Background: an optimization exercise with open tools, aiming at small area and a short achievable clock period. Do not read the settings as production practice. The RTL was checked by simulation tests, not by an equivalence proof against the original design. No activity file was given, so power comes from the tool's default toggle rates.

// entropy_encode_dc_coefficients
module entropy_encode_dc_coefficients #(parameter ADDER = 0) (
	input clk,
	input reset_n,
	input in_valid,
	input in_first,
	input [15:0] DcCoeff,
	output out_valid,
	output [31:0] codeword,
	output [5:0] codeword_length
);
reg first_pending;
wire is_first = in_first | first_pending;
reg [15:0] x1;
reg [15:0] pp;        
reg        v1, f1;
always @(posedge clk) begin
	if (!reset_n) begin
		first_pending <= 1'b1;
		v1 <= 1'b0;
	end else begin
		if (in_valid) first_pending <= 1'b0;
		v1 <= in_valid;
	end
	if (in_valid) x1 <= DcCoeff;
	pp <= ~(DcCoeff ^ (x1 & {16{~is_first}}));
	f1 <= is_first;
end
reg        sgn;       
wire [15:0] gg = ~pp & (x1 ^ {16{sgn}});
wire        eq = &pp;                                    
wire [15:0] g0 = {gg[15:1], gg[0] | pp[0]};
wire [16:0] c;
assign c[0] = 1'b1;
genvar b;
generate
	if (ADDER == 1) begin : g_ripple
		for (b = 0; b < 16; b = b + 1) begin : g_r
			assign c[b+1] = g0[b] | (pp[b] & c[b]);
		end
	end else begin : g_sklansky
		wire [15:0] G0 = g0, P0 = pp;
		wire [15:0] G1, P1, G2, P2, G3, P3, G4, P4;
		for (b = 0; b < 16; b = b + 1) begin : g_l0
			if (b & 1) begin : g_node
				assign G1[b] = G0[b] | (P0[b] & G0[((b >> 0) << 0) - 1]);
				assign P1[b] = P0[b] & P0[((b >> 0) << 0) - 1];
			end else begin : g_pass
				assign G1[b] = G0[b];
				assign P1[b] = P0[b];
			end
		end
		for (b = 0; b < 16; b = b + 1) begin : g_l1
  ...
Settings: LEC_CHECK=0, ABC_AREA=1, CAP_MARGIN=20, CORE_MARGIN=2, CORE_UTILIZATION=65, CTS_CLUSTER_DIAMETER=200, CTS_CLUSTER_SIZE=50, SETUP_SLACK_MARGIN=2.95, SLEW_MARGIN=20; clock period 5.0 ns.
standard.sh (not shown) runs the stock make flow with config.mk's settings and CLKGATE_MAP_FILE= SYNTH_SCRIPT=/design/flow/synth_recipe.tcl, a recipe that flattens the netlist after the stock synthesis.
==> flow/flow/run.sh <==
#!/bin/bash
# The standard layout with two changes:
#  - the input and output ports are buffered with plain buffers instead of
#    the delay buffers buffer_ports picks by default;
#  - synthesis leaves adders to ABC instead of mapping them to full/half-adder
#    cells first (ADDER_MAP_FILE empty); registers are unchanged.
# make's full output goes to make.log in the work folder; ORFS keeps each
# tool's log under orfs/logs/.
set -euo pipefail
cd "$(dirname "$0")/.."
bash standard.sh "BUFFER_PORTS_ARGS=-buffer_cell sky130_fd_sc_hd__buf_2" "ADDER_MAP_FILE=" finish > make.log 2>&1
The baseline finished clean.
Then changed:
--- a/flow/flow/run.sh
+++ b/flow/flow/run.sh
@@ -10,2 +10,2 @@
 cd "$(dirname "$0")/.."
-bash standard.sh "BUFFER_PORTS_ARGS=-buffer_cell sky130_fd_sc_hd__buf_2" "ADDER_MAP_FILE=" finish > make.log 2>&1
+bash standard.sh "BUFFER_PORTS_ARGS=-buffer_cell sky130_fd_sc_hd__buf_1" "ADDER_MAP_FILE=" finish > make.log 2>&1
- SETUP_SLACK_MARGIN: 2.95 -> 2.85
Result:
- wire length drops by 14%
- flip-flop and latch count does not change
- maximum frequency stays flat
Then changed:
--- a/flow/flow/run.sh
+++ b/flow/flow/run.sh
@@ -10,2 +10,2 @@
 cd "$(dirname "$0")/.."
-bash standard.sh "BUFFER_PORTS_ARGS=-buffer_cell sky130_fd_sc_hd__buf_1" "ADDER_MAP_FILE=" finish > make.log 2>&1
+bash standard.sh "BUFFER_PORTS_ARGS=-buffer_cell sky130_fd_sc_hd__buf_2" "ADDER_MAP_FILE=" finish > make.log 2>&1
- CORE_UTILIZATION: 65 -> 80
=> Now the flow did not get past global routing (5_1_grt) (DPL-0038); area after synthesis is unchanged; synthesized cell count is unchanged.
Then changed:
- CORE_UTILIZATION: 80 -> 65
- CTS_BUF_LIST: default -> sky130_fd_sc_hd__clkbuf_4 sky130_fd_sc_hd__clkbuf_8
- CTS_CLUSTER_DIAMETER: 200 -> 60
- CTS_CLUSTER_SIZE: 50 -> 20
After rerunning:
- The changed run went through all stages and came out clean
- area after synthesis is unchanged
- synthesized cell count is unchanged
Then changed:
- CORE_UTILIZATION: 65 -> 55
- CTS_BUF_LIST: sky130_fd_sc_hd__clkbuf_4 sky130_fd_sc_hd__clkbuf_8 -> default
- CTS_CLUSTER_DIAMETER: 60 -> 200
- CTS_CLUSTER_SIZE: 20 -> 50
The changed run finished with timing, DRC and antenna clean. Clock skew climbs by 0.0031 ns. Sequential cell count is unchanged. Sequential power goes down by about 1%. Routed wire length goes down by 5.7%. Cell area grows by 1.0%. Final cell count increases by 3.5%. Fmax is lower by 2.0%. Sequential share of layout area went down by 0.39 points.

---

run 1:
Starting RTL as in the previous note.
==> flow/config.mk <==
export PLATFORM = sky130hd
export DESIGN_NAME = entropy_encode_dc_coefficients
export DESIGN_NICKNAME = entropy_encode_dc_coefficients
export VERILOG_FILES = /design/flow/design.v
export SDC_FILE = /design/flow/constraint.sdc
export NUM_CORES = 4
export LEC_CHECK = 0
export ABC_AREA = 1
export CAP_MARGIN = 20
export CORE_MARGIN = 2
export CORE_UTILIZATION = 65
export CTS_BUF_LIST = sky130_fd_sc_hd__clkbuf_8
export CTS_CLUSTER_DIAMETER = 300
export CTS_CLUSTER_SIZE = 100
export SETUP_SLACK_MARGIN = 2.85
export SLEW_MARGIN = 20
==> flow/constraint.sdc <==
create_clock -name core_clock -period 5.0 [get_ports {clk}]
set_input_delay 1.0000 -clock core_clock [delete_from_list [all_inputs] [get_ports {clk}]]
set_output_delay 1.0000 -clock core_clock [all_outputs]
set_load 0.01 [all_outputs]
==> flow/flow/run.sh <==
#!/bin/bash
# The standard layout with two changes:
#  - the input and output ports are buffered with plain buffers instead of
#    the delay buffers buffer_ports picks by default;
#  - synthesis leaves adders to ABC instead of mapping them to full/half-adder
#    cells first (ADDER_MAP_FILE empty); registers are unchanged.
# make's full output goes to make.log in the work folder; ORFS keeps each
# tool's log under orfs/logs/.
set -euo pipefail
cd "$(dirname "$0")/.."
bash standard.sh "BUFFER_PORTS_ARGS=-buffer_cell sky130_fd_sc_hd__buf_2" "ADDER_MAP_FILE=" finish > make.log 2>&1
Relative to run 1, the following input files were edited for run 2:
diff --git a/flow/config.mk b/flow/config.mk
--- a/flow/config.mk
+++ b/flow/config.mk
@@ -9,8 +9,7 @@
 export CAP_MARGIN = 20
 export CORE_MARGIN = 2
-export CORE_UTILIZATION = 65
-export CTS_BUF_LIST = sky130_fd_sc_hd__clkbuf_8
-export CTS_CLUSTER_DIAMETER = 300
-export CTS_CLUSTER_SIZE = 100
+export CORE_UTILIZATION = 72
+export CTS_CLUSTER_DIAMETER = 200
+export CTS_CLUSTER_SIZE = 50
 export SETUP_SLACK_MARGIN = 2.85
 export SLEW_MARGIN = 20
## What came out
Die area | run 2 < run 1
Re post-route antenna net violation count: no difference whatsoever between run 2 and run 1.
Going from run 1 to run 2, total of clock buffers placed in the layout has increased, fmax has decreased, cell area has remained practically unchanged.
Taking run 1 as the reference point, the global-route usage of run 2 rises by 3.9 points.
Run 2: area overhead of the layout relative to synthesis lower than run 1
Run 1 -> run 2: final cell count without fillers decreased slightly
Run 2 ended up with a higher total power per unit cell area than run 1 did.
Reported for run 1 and run 2, number of logic inverters in the finished layout turned out identical to the last digit.
Changes in run 3 relative to run 2:
diff --git a/flow/config.mk b/flow/config.mk
--- a/flow/config.mk
+++ b/flow/config.mk
@@ -9,7 +9,8 @@
 export CAP_MARGIN = 20
 export CORE_MARGIN = 2
-export CORE_UTILIZATION = 72
+export CORE_UTILIZATION = 65
 export CTS_CLUSTER_DIAMETER = 200
 export CTS_CLUSTER_SIZE = 50
 export SETUP_SLACK_MARGIN = 2.85
 export SLEW_MARGIN = 20
+export TNS_END_PERCENT = 0
The higher worst stage delay on the critical path came out of run 2.
Diff run 2 -> run 3 | relative contribution of combinational cells to total power | increase of 0.3 points
Clock period minus final worst setup slack, run 3 and run 2: larger value in run 2
[diff] smallest setup slack after layout, run 3 relative to run 2: improvement
Sequential share of layout area across run 3 and run 2: no real change.
Floorplan die width (lower): run 2
Count of non-filler cells in the finished layout: run 3 vs run 2 up 7
Relative to run 2, global routing met1 resource utilization decreased by 2.8 points in run 3.
When run 3 is measured against run 2, its met1 routed wirelength after detailed routing turns out about 6% lower.
Diff run 2 -> run 3 | total power | down by a few percent
> inputs changed (run 3 -> run 4)
diff --git a/flow/config.mk b/flow/config.mk
--- a/flow/config.mk
+++ b/flow/config.mk
@@ -14,3 +14,3 @@
 export SETUP_SLACK_MARGIN = 2.85
 export SLEW_MARGIN = 20
-export TNS_END_PERCENT = 0
+export TNS_END_PERCENT = 20
==> results.txt <==
Of run 4 and run 3, it is run 4 that has the lower largest fanout on the critical path.
The switching part of the total power of run 3 and that of run 4 are within noise of each other.
Going from run 3 to run 4, part of the total power dissipated in sequential elements flat; length of routed met2 wiring flat.
Delta (run 4 minus run 3): power per cell area saw little to no change, flop-to-flop setup slack now sits at about the same level, critical path depth about even, wire length level.
Delta (run 4 minus run 3): worst hold slack across all endpoints has decreased; final instance area comparable.
In summary, run 4 completed successfully, with a layout that passed the timing, design-rule and antenna checks.
#### Input delta (run 5 over run 4)
diff --git a/flow/config.mk b/flow/config.mk
--- a/flow/config.mk
+++ b/flow/config.mk
@@ -12,5 +12,4 @@
 export CTS_CLUSTER_DIAMETER = 200
 export CTS_CLUSTER_SIZE = 50
-export SETUP_SLACK_MARGIN = 2.85
+export SETUP_SLACK_MARGIN = 2.7
 export SLEW_MARGIN = 20
-export TNS_END_PERCENT = 20
### Flow results
- Looking at initial DRC count across both flows, run 5 is the stronger of the two, with run 4 trailing.
- Delta(worst setup slack, run 5 - run 4) < 0
- H-tree depth: run 5 vs run 4 — no meaningful difference
- Higher worst hold slack was reported by run 5, not run 4.
- Run 5 went all the way through the flow, and no timing, DRC or antenna check failed.
- For the utilization, run 5 came in 1.4 points lower than run 4 did.
- [run 5 vs run 4] routed wire length: lower in run 5
- Delta (run 5 minus run 4): global-route usage closely matched the old numbers, sequential power decreased by about 0.4% relative to the old numbers.

[separate check: timing with driven ports]
In the flow no input, the clock included, has a driving cell. The finished layouts below were timed again as built, in two steps. Step 1 sets driving cells, clkbuf_16 on the clock port and buf_2 on the other inputs (assumed; they add their load-dependent delay and slew). Step 2 times the ports against the registers' clock, not the clock port: input delays grow and output delays shrink by t, the midpoint of the rising clock arrivals with the driver on. Three values: no drivers, after step 1, after step 2; two values: the first two.
run | t, ns | setup WS [ns] | worst hold slack (ns) | worst setup path after step 2 | clock arrival spread, ns
the first run of note 1 | 0.381 | 2.978 / 2.978 / 2.845 | 0.352 / 0.352 / 0.352 | input to register | 0.008 / 0.007
the second run of note 1 | 0.372 | 2.983 / 2.983 / 2.777 | 0.360 / 0.360 / 0.360 | input to register | 0.008 / 0.008
the fourth run of note 1 | 0.376 | 3.018 / 3.018 / 2.817 | 0.356 / 0.356 / 0.356 | input to register | 0.007 / 0.007
the fifth run of note 1 | 0.381 | 2.978 / 2.978 / 2.935 | 0.351 / 0.351 / 0.351 | input to register | 0.010 / 0.010
run 1 | 0.376 | 3.018 / 3.018 / 2.817 | 0.356 / 0.356 / 0.356 | input to register | 0.007 / 0.007
run 2 | 0.387 | 2.897 / 2.897 / 2.822 | 0.354 / 0.354 / 0.354 | input to register | 0.012 / 0.011
run 3 | 0.376 | 3.018 / 3.018 / 2.817 | 0.356 / 0.356 / 0.356 | input to register | 0.007 / 0.007
run 4 | 0.377 | 3.021 / 3.021 / 2.822 | 0.349 / 0.349 / 0.349 | input to register | 0.008 / 0.008
run 5 | 0.377 | 2.957 / 2.957 / 2.839 | 0.357 / 0.357 / 0.357 | input to register | 0.008 / 0.009
After both steps setup and hold are still met in every run listed. For the second run of note 1, which loses most, drivers alone change the setup slack by 0.000 ns; drivers and shift together by -0.206 ns.
